Background: an optimization exercise with open tools, aiming at small area. Do not read the settings as production practice.
Where RTL was checked, it was by simulation tests only, not by an equivalence proof against the original.
Power and IR drop assume default switching activity.

// PCC_4op
module PCC_4op
#(
parameter	LOCAL_Y	=	4'b0010,
parameter	LOCAL_X	=	4'b0001,
parameter	DATAW		=	66,
parameter	PORTS		=	4,
parameter   OUT_PORTS	=	4,
parameter	CONNECTIONW	=	16,
parameter	ADDRYX		=	8,
parameter	FWCTRLW		=	1,
parameter	BWCTRLW		=	3
)
(
input				clk,
input				reset,
input	[DATAW-1:0]	PCC_ip_data_i0,		PCC_ip_data_i1,		PCC_ip_data_i2,		PCC_ip_data_i3,	 
input				PCC_ip_stb_i0,		PCC_ip_stb_i1,		PCC_ip_stb_i2,		PCC_ip_stb_i3,	
input				PCC_ip_fwd_i0,		PCC_ip_fwd_i1,		PCC_ip_fwd_i2,		PCC_ip_fwd_i3,	    	
input				PCC_op_fail_i0,		PCC_op_fail_i1,		PCC_op_fail_i2,		PCC_op_fail_i3,	
input				PCC_op_pack_i0,		PCC_op_pack_i1,		PCC_op_pack_i2,		PCC_op_pack_i3,	
input				PCC_op_suspend_i0,	PCC_op_suspend_i1,	PCC_op_suspend_i2,	PCC_op_suspend_i3,	
input				PCC_op_cancel_i0,	PCC_op_cancel_i1,	PCC_op_cancel_i2,	PCC_op_cancel_i3,	
output	[DATAW-1:0]	PCC_op_data_o0,		PCC_op_data_o1,		PCC_op_data_o2,		PCC_op_data_o3,	
output				PCC_op_stb_o0,		PCC_op_stb_o1,		PCC_op_stb_o2,		PCC_op_stb_o3,	
output				PCC_op_fwd_o0,		PCC_op_fwd_o1,		PCC_op_fwd_o2,		PCC_op_fwd_o3,	
output				PCC_ip_fail_o0,		PCC_ip_fail_o1,		PCC_ip_fail_o2,		PCC_ip_fail_o3,	 
output				PCC_ip_pack_o0,		PCC_ip_pack_o1,		PCC_ip_pack_o2,		PCC_ip_pack_o3,	
output				PCC_ip_suspend_o0,	PCC_ip_suspend_o1,	PCC_ip_suspend_o2,	PCC_ip_suspend_o3,	
output				PCC_ip_cancel_o0,	PCC_ip_cancel_o1,	PCC_ip_cancel_o2,	PCC_ip_cancel_o3
);
export LEC_CHECK = 0
export CAP_MARGIN = 20
export CORE_MARGIN = 2
export CORE_UTILIZATION = 40
export SLEW_MARGIN = 20
create_clock -name core_clock -period 4.0 [get_ports {clk}]
run.sh (not shown) runs the stock make flow with config.mk's settings and CLKGATE_MAP_FILE= SYNTH_SCRIPT=/design/flow/synth_recipe.tcl, a recipe that flattens the netlist after the stock synthesis.
Rerun with:
==> flow/flow/run.sh (new file) <==
#!/bin/bash
# Standard ORFS layout, with the smallest buffer for the port buffers and
# smaller clock-tree buffers without dummy loads.
set -euo pipefail
bash standard.sh \
  "BUFFER_PORTS_ARGS=-buffer_cell sky130_fd_sc_hd__buf_1" \
  "CTS_ARGS=-sink_clustering_enable -repair_clock_nets -dont_use_dummy_load -buf_list {sky130_fd_sc_hd__clkbuf_4 sky130_fd_sc_hd__clkbuf_8}" \
  finish > flow_make.log 2>&1
==> flow/standard.sh (new file) <==
#!/bin/bash
# synth_recipe.tcl (not shown) runs the flow's synth.tcl, then flattens the netlist and writes it again
# the make line also repeats each setting of config.mk as NAME=value (left out here)
make -C /OpenROAD-flow-scripts/flow DESIGN_CONFIG=/design/flow/config.mk WORK_HOME=/design/flow/orfs CLKGATE_MAP_FILE= SYNTH_SCRIPT=/design/flow/synth_recipe.tcl "${@:-finish}"
removed: flow/run.sh
Count of clock-buffer cells in the layout goes up by 14. Routed wire length goes down by a few percent. Synthesized area stays the same.
Rerun with:
==> flow/run.sh (new file) <==
#!/bin/bash
# synth_recipe.tcl (not shown) runs the flow's synth.tcl, then flattens the netlist and writes it again
# the make line also repeats each setting of config.mk as NAME=value (left out here)
make -C /OpenROAD-flow-scripts/flow DESIGN_CONFIG=/design/flow/config.mk WORK_HOME=/design/flow/orfs CLKGATE_MAP_FILE= SYNTH_SCRIPT=/design/flow/synth_recipe.tcl finish
- ABC_AREA: default -> 1
removed: flow/flow/run.sh
removed: flow/standard.sh
Effect: Clock-buffer cell count falls by 8; cell area rises by about a fifth; cell count rises by about a fifth; sequential share of layout area falls by 6.8 points; worst hold slack gets better by 34 ps; global-route usage rises by 5.6 points; clock power rises by a quarter to a third; utilization rises by 9.9 points; clock skew falls by 31 ps.

* * *

PCC_4op, a different RTL version from the one above (not shown whole).
Size: about 1700 cells after synthesis, about 360 flip-flops, ~15000 um2 of cells after synthesis.
clock: 4.0 ns
lec_check: 0
cap_margin: 0
cell_pad_in_sites_detail_placement: 1
core_margin: 2
core_utilization: 40
slew_margin: 0
synth_hierarchical: 1
standard.sh (not shown) runs the stock make flow with config.mk's settings and CLKGATE_MAP_FILE= SYNTH_SCRIPT=/design/flow/synth_recipe.tcl, a recipe that flattens the netlist after the stock synthesis.
==> flow/flow/run.sh <==
#!/bin/bash
# Standard ORFS layout, with the smallest buffer for the port buffers and
# a coarser clock tree without dummy loads.
set -euo pipefail
bash standard.sh \
  "BUFFER_PORTS_ARGS=-buffer_cell sky130_fd_sc_hd__buf_1" \
  "CTS_ARGS=-sink_clustering_enable -repair_clock_nets -dont_use_dummy_load -sink_clustering_size 8 -sink_clustering_max_diameter 40 -buf_list {sky130_fd_sc_hd__clkbuf_4 sky130_fd_sc_hd__clkbuf_8} -sink_clustering_buffer sky130_fd_sc_hd__clkbuf_4" \
  finish > flow_make.log 2>&1
Edit:
==> flow/flow/run.sh (replaced) <==
#!/bin/bash
# Standard ORFS layout, with the smallest buffer for the port buffers and
# a coarser clock tree without dummy loads.
set -euo pipefail
bash standard.sh \
  "BUFFER_PORTS_ARGS=-buffer_cell sky130_fd_sc_hd__buf_1" \
  "CTS_ARGS=-sink_clustering_enable -repair_clock_nets -dont_use_dummy_load -sink_clustering_size 14 -sink_clustering_max_diameter 60 -buf_list {sky130_fd_sc_hd__clkbuf_8}" \
  finish > flow_make.log 2>&1
CORE_UTILIZATION = 60   (was 40)
=> Now the flow aborted during detailed placement (3_5_place_dp). Synthesized area does not change. Synthesized cell count does not change.
Edit:
CORE_UTILIZATION = 40   (was 60)
With this change the flow ran to the end with no violations.
Synthesized area stays the same.
Synthesized cell count does not change.

* * *

PCC_4op, a different RTL version from the one above (not shown whole).
Size in the first run: ~1800 cells after synthesis, ~580 I/O pins, about 16000 sq um of cells after synthesis.
Settings: LEC_CHECK=0, CAP_MARGIN=0, CORE_MARGIN=2, CORE_UTILIZATION=40, SLEW_MARGIN=0; clock period 4.0 ns.
==> flow/flow/run.sh <==
#!/bin/bash
# Standard ORFS layout, with the smallest buffer for the port buffers and
# a coarser clock tree without dummy loads.
set -euo pipefail
bash standard.sh \
  "BUFFER_PORTS_ARGS=-buffer_cell sky130_fd_sc_hd__buf_1" \
  "CTS_ARGS=-sink_clustering_enable -repair_clock_nets -dont_use_dummy_load -sink_clustering_size 26 -sink_clustering_max_diameter 80 -buf_list {sky130_fd_sc_hd__clkbuf_16}" \
  finish > flow_make.log 2>&1
Next try:
==> flow/flow/run.sh (replaced) <==
#!/bin/bash
# Standard ORFS layout, with the smallest buffer for the port buffers and
# a coarser clock tree without dummy loads.
set -euo pipefail
bash standard.sh \
  "BUFFER_PORTS_ARGS=-buffer_cell sky130_fd_sc_hd__buf_1" \
  "CTS_ARGS=-sink_clustering_enable -repair_clock_nets -dont_use_dummy_load -sink_clustering_size 14 -sink_clustering_max_diameter 60 -buf_list {sky130_fd_sc_hd__clkbuf_8}" \
  finish > flow_make.log 2>&1
The new run completed with no timing, DRC or antenna violations.
Synthesized area does not change.
Critical path depth is unchanged.
Clock skew climbs by 0.0082 ns.
Global-route usage came out higher by 0.21 points.
Power is lower by 4.8%.
Register-to-register slack loses 0.03 ns.
Design area came out lower by about 0.7%.
Non-clock buffer count does not change.
Routed wire length grows by about 0.4%.
First-iteration DRC count goes up by 2.0%.
Die area is unchanged.
Function was not checked in any run of this note: the RTL went through the layout flow alone.

* * *

Another version of the RTL of PCC_4op (not shown whole).
Size: ~1,700 cells after synthesis, roughly 360 flip-flops, ~580 I/O pins, roughly 15,000 sq um of cells after synthesis.
export LEC_CHECK = 0
export CAP_MARGIN = 0
export CORE_MARGIN = 2
export CORE_UTILIZATION = 40
export SLEW_MARGIN = 0
export SYNTH_HIERARCHICAL = 1
create_clock -name core_clock -period 4.0 [get_ports {clk}]
==> flow/flow/run.sh <==
#!/bin/bash
# Standard ORFS layout, with the smallest buffer for the port buffers and
# a coarser clock tree without dummy loads.
set -euo pipefail
bash standard.sh \
  "BUFFER_PORTS_ARGS=-buffer_cell sky130_fd_sc_hd__buf_1" \
  "CTS_ARGS=-sink_clustering_enable -repair_clock_nets -dont_use_dummy_load -sink_clustering_size 18 -sink_clustering_max_diameter 70 -buf_list {sky130_fd_sc_hd__clkbuf_8}" \
  RECOVER_POWER=100 \
  finish > flow_make.log 2>&1
The starting point ran to the end with violations: capacitance limit, slew limit.
Rerun with:
==> flow/flow/run.sh (replaced) <==
#!/bin/bash
# Standard ORFS layout, with the smallest buffer for the port buffers and
# a coarser clock tree without dummy loads.
set -euo pipefail
bash standard.sh \
  "BUFFER_PORTS_ARGS=-buffer_cell sky130_fd_sc_hd__buf_1" \
  "CTS_ARGS=-sink_clustering_enable -repair_clock_nets -dont_use_dummy_load -sink_clustering_size 14 -sink_clustering_max_diameter 60 -buf_list {sky130_fd_sc_hd__clkbuf_8}" \
  finish > flow_make.log 2>&1
Outcome: Now the flow passed the timing, DRC and antenna checks; critical path depth came out higher by 4; utilization rose by 0.50 points; combinational power is about the same.

* * *

PCC_4op, a different RTL version from the one above (not shown whole).
Size: roughly 360 flip-flops, roughly 580 I/O pins, about 15000 µm² of cells after synthesis.
==> flow/config.mk <==
export PLATFORM = sky130hd
export DESIGN_NAME = PCC_4op
export DESIGN_NICKNAME = PCC_4op
export VERILOG_FILES = /design/flow/design.v
export SDC_FILE = /design/flow/constraint.sdc
export NUM_CORES = 4
export LEC_CHECK = 0
export CAP_MARGIN = 0
export CELL_PAD_IN_SITES_DETAIL_PLACEMENT = 1
export CORE_MARGIN = 2
export CORE_UTILIZATION = 40
export SLEW_MARGIN = 0
export SYNTH_HIERARCHICAL = 1
==> flow/constraint.sdc <==
create_clock -name core_clock -period 4.0 [get_ports {clk}]
set_input_delay 0.8000 -clock core_clock [delete_from_list [all_inputs] [get_ports {clk}]]
set_output_delay 0.8000 -clock core_clock [all_outputs]
set_load 0.01 [all_outputs]
==> flow/flow/run.sh <==
#!/bin/bash
# Standard ORFS layout, with the smallest buffer for the port buffers and
# a coarser clock tree without dummy loads.
set -euo pipefail
bash standard.sh \
  "BUFFER_PORTS_ARGS=-buffer_cell sky130_fd_sc_hd__buf_1" \
  "CTS_ARGS=-sink_clustering_enable -repair_clock_nets -dont_use_dummy_load -sink_clustering_size 16 -sink_clustering_max_diameter 60 -buf_list {sky130_fd_sc_hd__clkbuf_8}" \
  finish > flow_make.log 2>&1
The first run completed with no timing, DRC or antenna violations.
==> next run, changes <==
--- a/flow/flow/run.sh
+++ b/flow/flow/run.sh
@@ -7 +7 @@
-  "CTS_ARGS=-sink_clustering_enable -repair_clock_nets -dont_use_dummy_load -sink_clustering_size 16 -sink_clustering_max_diameter 60 -buf_list {sky130_fd_sc_hd__clkbuf_8}" \
+  "CTS_ARGS=-sink_clustering_enable -repair_clock_nets -dont_use_dummy_load -sink_clustering_size 14 -sink_clustering_max_diameter 60 -buf_list {sky130_fd_sc_hd__clkbuf_8}" \
Effect: The changed run finished clean. Total power went up by 0.71%. Final area stays flat. Sequential share of layout area stays flat. Cell count barely changes. Hold slack degrades by 3.7 ps. Setup slack improves by 64 ps. Global-route usage went up by 0.26 points. Combinational power is about the same. Synthesized area stays the same. Die area does not change. Sequential power barely changes.
==> next run, changes <==
--- a/flow/flow/run.sh
+++ b/flow/flow/run.sh
@@ -7 +7 @@
-  "CTS_ARGS=-sink_clustering_enable -repair_clock_nets -dont_use_dummy_load -sink_clustering_size 14 -sink_clustering_max_diameter 60 -buf_list {sky130_fd_sc_hd__clkbuf_8}" \
+  "CTS_ARGS=-sink_clustering_enable -repair_clock_nets -dont_use_dummy_load -sink_clustering_size 8 -sink_clustering_max_diameter 40 -buf_list {sky130_fd_sc_hd__clkbuf_4 sky130_fd_sc_hd__clkbuf_8} -sink_clustering_buffer sky130_fd_sc_hd__clkbuf_4" \
Synthesized cell count stays the same.
Setup slack gains 60 ps.
Routed wire length is about the same.
Die area stays the same.
First-iteration DRC count goes up by 4.1%.
Critical path depth shrinks by 1.
Non-clock buffer count stays the same.
Design area hardly moves.
Fmax rose by 2.2%.

## re-timing with driven ports
Ports are ideal in the flow. The routed layouts listed here were re-timed in OpenROAD. Step 1 (the two cells are an assumption about what drives the block):
set clk [get_ports {clk}]
set_driving_cell -lib_cell sky130_fd_sc_hd__clkbuf_16 $clk
set_driving_cell -lib_cell sky130_fd_sc_hd__buf_2 [delete_from_list [all_inputs] $clk]
Step 2 also shifts input and output timing later by t, the mid clock arrival at the registers, as if the neighbouring blocks saw the same clock. Three values: ideal ports, drivers, drivers and shift; two values: the first two.
| run | t (ns) | slack for setup (ns) | latest minus earliest clock arrival (ns) |
|---|---|---|---|
| the first run of note 1 | 0.617 | 0.524 / 0.524 / 0.058 | 0.016 / 0.017 |
| the second run of note 1 | 0.642 | 0.947 / 0.947 / 0.447 | 0.068 / 0.068 |
| the third run of note 1 | 0.633 | 1.293 / 1.333 / 0.700 | 0.031 / 0.032 |
| the first run of note 2 | 0.637 | 0.866 / 0.866 / 0.606 | 0.065 / 0.065 |
| the third run of note 2 | 0.658 | 0.814 / 0.814 / 0.613 | 0.052 / 0.052 |
| the first run of note 3 | 0.631 | 0.988 / 0.988 / 0.510 | 0.074 / 0.073 |
| the second run of note 3 | 0.659 | 0.956 / 0.956 / 0.466 | 0.066 / 0.066 |
| the first run of note 4 | 0.692 | 0.532 / 0.565 / -0.127 | 0.073 / 0.072 |
| the second run of note 4 | 0.647 | 0.927 / 0.927 / 0.416 | 0.053 / 0.053 |
| the first run of note 5 | 0.614 | 1.162 / 1.185 / 0.571 | 0.056 / 0.056 |
| the second run of note 5 | 0.647 | 1.226 / 1.247 / 0.600 | 0.070 / 0.071 |
| the third run of note 5 | 0.669 | 1.286 / 1.310 / 0.641 | 0.086 / 0.085 |
For the first run of note 4, which loses most, drivers alone change the setup slack by +0.033 ns; drivers and shift together by -0.659 ns.
